Context: an optimization exercise on an open-source flow, tuned for small area and a short achievable clock period. The choices shown serve that exercise and are no tape-out recipe.
Only simulation tests tie the RTL to the original design; equivalence was not proved.
Power and IR drop assume default switching activity.

Design IOTDF, start of the top module:
module IOTDF( clk, rst, in_en, iot_in, fn_sel, busy, valid, iot_out);
Size in the first run: ~170 flip-flops, roughly 140 I/O pins, roughly 8000 sq um of cells after synthesis.
clock: 8.0 ns
lec_check: 0
cap_margin: 20
core_margin: 2
core_utilization: 40
place_density: 0.6
slew_margin: 20
standard.sh (not shown) runs the stock make flow with config.mk's settings and CLKGATE_MAP_FILE= SYNTH_SCRIPT=/design/flow/synth_recipe.tcl, a recipe that flattens the netlist after the stock synthesis.
==> flow/flow/run.sh <==
#!/bin/bash
# Standard ORFS layout, with plain buffers (not delay cells) on the ports and
# a tighter setup target for the repair steps. Synthesis is the standard one.
set -euo pipefail
bash standard.sh synth > synth.log 2>&1
export BUFFER_PORTS_ARGS="-buffer_cell sky130_fd_sc_hd__buf_2"
export SETUP_SLACK_MARGIN=${MARGIN:-5}
export DONT_USE_CELLS="sky130_fd_sc_hd__clkdlybuf4s15_1 sky130_fd_sc_hd__clkdlybuf4s15_2 sky130_fd_sc_hd__clkdlybuf4s18_1 sky130_fd_sc_hd__clkdlybuf4s18_2 sky130_fd_sc_hd__clkdlybuf4s25_1 sky130_fd_sc_hd__clkdlybuf4s25_2 sky130_fd_sc_hd__clkdlybuf4s50_1 sky130_fd_sc_hd__clkdlybuf4s50_2 sky130_fd_sc_hd__dlygate4sd1_1 sky130_fd_sc_hd__dlygate4sd2_1 sky130_fd_sc_hd__dlygate4sd3_1 sky130_fd_sc_hd__dlymetal6s2s_1 sky130_fd_sc_hd__dlymetal6s4s_1 sky130_fd_sc_hd__dlymetal6s6s_1"
bash standard.sh > layout.log 2>&1
The baseline finished with timing, DRC and antenna clean.
Change:
--- a/flow/flow/run.sh
+++ b/flow/flow/run.sh
@@ -6 +6 @@
-export BUFFER_PORTS_ARGS="-buffer_cell sky130_fd_sc_hd__buf_2"
+export BUFFER_PORTS_ARGS="-buffer_cell sky130_fd_sc_hd__buf_1"
Result: The new run completed without violations. Power is higher slightly. Setup slack gets worse by 0.0088 ns. Global-route usage is lower by 0.12 points. Flip-flop and latch count is unchanged. Sequential power stays flat. Worst hold slack got worse by 0.018 ns. Design area decreases slightly. Clock power climbs by a little under a tenth. Maximum frequency fell slightly. Synthesized cell count does not change.

* * *

The RTL this note starts from:
==> flow/design.v <==
`timescale 1ns/10ps
module IOTDF( clk, rst, in_en, iot_in, fn_sel, busy, valid, iot_out);
input          clk;
input          rst;
input          in_en;
input  [7:0]   iot_in;
input  [2:0]   fn_sel;
output         busy;
output         valid;
output [127:0] iot_out;
reg  [135:0] ring;
reg  [7:0]   ib;        
reg          g;         
reg          nadd;      
reg  [2:0]   fs;        
reg  [4:0]   c;         
reg  [2:0]   p;         
reg          busy_r, valid_r;
reg          win, lose;  
reg          exc;       
reg          first;     
reg          kz;        
assign busy    = busy_r;
assign valid   = valid_r;
assign iot_out = ring[127:0];
wire proc  = (c != 5'd0) & (c != 5'd17);
wire gap   = (c == 5'd16);
wire lane0 = (c == 5'd1);
wire last  = (p == 3'd7);
wire m_max  = (fs == 3'd1) | (fs == 3'd6);
wire m_rnd  = (fs == 3'd1) | (fs == 3'd2);
wire m_peak = (fs == 3'd6) | (fs == 3'd7);
wire m_mm   = m_rnd | m_peak;
wire m_avg  = (fs == 3'd3);
wire m_flt  = (fs == 3'd4) | (fs == 3'd5);
wire better    = m_max ? gt : lt;
wire worse     = m_max ? lt : gt;
wire eq_st     = ~win & ~lose;
wire load      = m_flt | ((m_rnd | (m_peak & first)) & (p == 3'd0));
wire dwr       = proc & (load | (m_mm & (win | (eq_st & ~worse))));
wire beat      = proc & eq_st & better & ~load;
wire       fresh  = m_avg & (p == 3'd0);
wire       addon  = m_avg & proc;
wire [7:0] wold   = fresh ? 8'd0 : ring[132:125];
wire [7:0] asum   = addon ? ib : wold;
wire [7:0] nwold  = nadd ? ring[124:117] : 8'd0;
wire [7:0] ag = iot_in & nwold;
wire [7:0] ap = iot_in | nwold;
wire [8:0] ac;
assign ac[0] = 1'b0;
genvar j, k;
generate
  for (j = 1; j < 9; j = j + 1) begin : cla
    wire [j-1:0] terms;
    for (k = 0; k < j; k = k + 1) begin : tm
      if (k == j - 1) begin : last
        assign terms[k] = ag[k];
      end else begin : mid
        assign terms[k] = ag[k] & (&ap[j-1:k+1]);
      end
    end
    assign ac[j] = |terms;
  end
endgenerate
wire [8:0] nsum = {ac[8], iot_in ^ nwold ^ ac[7:0]};
wire [7:0] rb = ring[135:128];
wire [7:0] cg = ib & ~rb;      
wire [7:0] cl = ~ib & rb;
wire [7:0] ce = ~(cg | cl);
wire [7:0] gtt, ltt;
generate
  for (j = 0; j < 8; j = j + 1) begin : cmp
    if (j == 7) begin : msb
      assign gtt[j] = cg[j];
      assign ltt[j] = cl[j];
    end else begin : oth
      assign gtt[j] = cg[j] & (&ce[7:j+1]);
      assign ltt[j] = cl[j] & (&ce[7:j+1]);
    end
  end
endgenerate
wire gt = |gtt;
wire lt = |ltt;
wire [122:0] cv = {ring[119:0], ring[135:133]};
wire [122:0] cn;
wire [30:0]  pg;
wire [30:0]  q;
genvar i;
generate
  for (i = 0; i < 31; i = i + 1) begin : grp
    if (i < 30) begin : full
      assign pg[i] = &cv[4*i+3:4*i];
      assign cn[4*i+3:4*i] = cv[4*i+3:4*i] + {3'd0, g & q[i]};
    end else begin : top
      assign pg[i] = 1'b0;
      assign cn[122:120] = cv[122:120] + {2'd0, g & q[i]};
    end
    if (i == 0) begin : q0
      assign q[i] = 1'b1;
    end else begin : qi
      assign q[i] = &pg[i-1:0];
    end
  end
endgenerate
wire top_in  = fs[0] ? ((ib >= 8'hC0) | ((ib < 8'h7F) & (ib != 8'h00)))
                     : ((ib >= 8'h70) & (ib < 8'hAF));
wire top_pnd = fs[0] ? ((ib == 8'h7F) | (ib == 8'h00)) : (ib == 8'hAF);
wire nek     = kz ? (|ib) : ~(&ib);
wire v_next = m_flt ? (win | (lose & nek))
                    : (last & (m_avg | m_rnd | (m_peak & (first | exc | beat))));
always @(posedge clk) begin
    ib <= nsum[7:0];
    g  <= nsum[8];
    nadd <= ~rst & m_avg & (c != 5'd15) & ~(gap ? last : (p == 3'd0));
    fs <= fn_sel;
    ring[4:0]     <= dwr ? ib[4:0] : asum[7:3];
    ring[7:5]     <= dwr ? ib[7:5] : cn[2:0];
    ring[127:8]   <= cn[122:3];
    ring[132:128] <= ring[124:120];
    ring[135:133] <= asum[2:0];
    if (~proc) begin
        win  <= 1'b0;
        lose <= 1'b0;
    end else if (m_flt) begin
        if (lane0) begin
            win  <= top_in;
            lose <= top_pnd;
            kz   <= ~(|ib);
        end else if (lose & nek) begin
            win  <= 1'b1;
            lose <= 1'b0;
        end
    end else if (eq_st) begin
        win  <= better;
        lose <= worse;
    end
    if (rst) begin
        c       <= 5'd17;
        p       <= 3'd0;
        busy_r  <= 1'b0;
        valid_r <= 1'b0;
        first   <= 1'b1;
    end else begin
        c       <= c[4] ? 5'd0 : c + 5'd1;
        busy_r  <= (c == 5'd14);
        valid_r <= gap & v_next;
        if (gap) begin
            p <= p + 3'd1;
            if (last) first <= 1'b0;
        end
    end
    if (gap & last)
        exc <= 1'b0;
    else if (beat)
        exc <= 1'b1;
end
endmodule
export LEC_CHECK = 0
export CAP_MARGIN = 20
export CORE_MARGIN = 2
export CORE_UTILIZATION = 65
export PLACE_DENSITY = 0.75
export SLEW_MARGIN = 20
export TNS_END_PERCENT = 0
create_clock -name core_clock -period 8.0 [get_ports {clk}]
==> flow/flow/run.sh <==
#!/bin/bash
# Standard ORFS layout, with plain buffers (not delay cells) on the ports and
# a tighter setup target for the repair steps. Synthesis is the standard one.
set -euo pipefail
bash standard.sh synth > synth.log 2>&1
export BUFFER_PORTS_ARGS="-buffer_cell sky130_fd_sc_hd__buf_1"
export SETUP_SLACK_MARGIN=${MARGIN:-5.3}
export DONT_USE_CELLS="sky130_fd_sc_hd__clkdlybuf4s15_1 sky130_fd_sc_hd__clkdlybuf4s15_2 sky130_fd_sc_hd__clkdlybuf4s18_1 sky130_fd_sc_hd__clkdlybuf4s18_2 sky130_fd_sc_hd__clkdlybuf4s25_1 sky130_fd_sc_hd__clkdlybuf4s25_2 sky130_fd_sc_hd__clkdlybuf4s50_1 sky130_fd_sc_hd__clkdlybuf4s50_2 sky130_fd_sc_hd__dlygate4sd1_1 sky130_fd_sc_hd__dlygate4sd2_1 sky130_fd_sc_hd__dlygate4sd3_1 sky130_fd_sc_hd__dlymetal6s2s_1 sky130_fd_sc_hd__dlymetal6s4s_1 sky130_fd_sc_hd__dlymetal6s6s_1"
export CTS_ARGS="-sink_clustering_enable -repair_clock_nets -dont_use_dummy_load -buf_list {sky130_fd_sc_hd__clkbuf_4 sky130_fd_sc_hd__clkbuf_8}"
bash standard.sh > layout.log 2>&1
Edit:
--- a/flow/flow/run.sh
+++ b/flow/flow/run.sh
@@ -5,5 +5,5 @@
 bash standard.sh synth > synth.log 2>&1
 export BUFFER_PORTS_ARGS="-buffer_cell sky130_fd_sc_hd__buf_1"
-export SETUP_SLACK_MARGIN=${MARGIN:-5.3}
+export SETUP_SLACK_MARGIN=${MARGIN:-5.35}
 export DONT_USE_CELLS="sky130_fd_sc_hd__clkdlybuf4s15_1 sky130_fd_sc_hd__clkdlybuf4s15_2 sky130_fd_sc_hd__clkdlybuf4s18_1 sky130_fd_sc_hd__clkdlybuf4s18_2 sky130_fd_sc_hd__clkdlybuf4s25_1 sky130_fd_sc_hd__clkdlybuf4s25_2 sky130_fd_sc_hd__clkdlybuf4s50_1 sky130_fd_sc_hd__clkdlybuf4s50_2 sky130_fd_sc_hd__dlygate4sd1_1 sky130_fd_sc_hd__dlygate4sd2_1 sky130_fd_sc_hd__dlygate4sd3_1 sky130_fd_sc_hd__dlymetal6s2s_1 sky130_fd_sc_hd__dlymetal6s4s_1 sky130_fd_sc_hd__dlymetal6s6s_1"
 export CTS_ARGS="-sink_clustering_enable -repair_clock_nets -dont_use_dummy_load -buf_list {sky130_fd_sc_hd__clkbuf_4 sky130_fd_sc_hd__clkbuf_8}"
TNS_END_PERCENT = default   (was 0)
Effect: Maximum frequency increases by 2.4%; clock skew barely changes; area after synthesis is unchanged; setup slack is better by 0.064 ns; hold slack got worse by 0.010 ns.

[re-timing with driven ports]
The results above use ideal ports. As a check the final layouts listed here were re-extracted and re-timed, cells and wires unchanged.
Step 1 (the two cells are an assumption about what drives the block):
set clk [get_ports {clk}]
set_driving_cell -lib_cell sky130_fd_sc_hd__clkbuf_16 $clk
set_driving_cell -lib_cell sky130_fd_sc_hd__buf_2 [delete_from_list [all_inputs] $clk]
Step 2, shift: input delay + t, output delay - t, t = (earliest + latest rising clock arrival at the registers) / 2. This alone moves slack from input paths to output paths.
Three values: no drivers, after step 1, after step 2; two values: the first two.
| run | t, ns | setup WS [ns] | latest minus earliest clock arrival (ns) | cell pins on the clock port's net |
|---|---|---|---|---|
| the first run of note 1 | 0.459 | 5.108 / 5.108 / 4.860 | 0.011 / 0.011 | 1 |
| the second run of note 1 | 0.449 | 5.099 / 5.099 / 4.814 | 0.012 / 0.012 | 1 |
| the first run of note 2 | 0.461 | 5.317 / 5.284 / 4.855 | 0.031 / 0.031 | 1 |
| the second run of note 2 | 0.465 | 5.381 / 5.347 / 4.919 | 0.032 / 0.032 | 1 |
After both steps setup and hold are still met in every run listed.
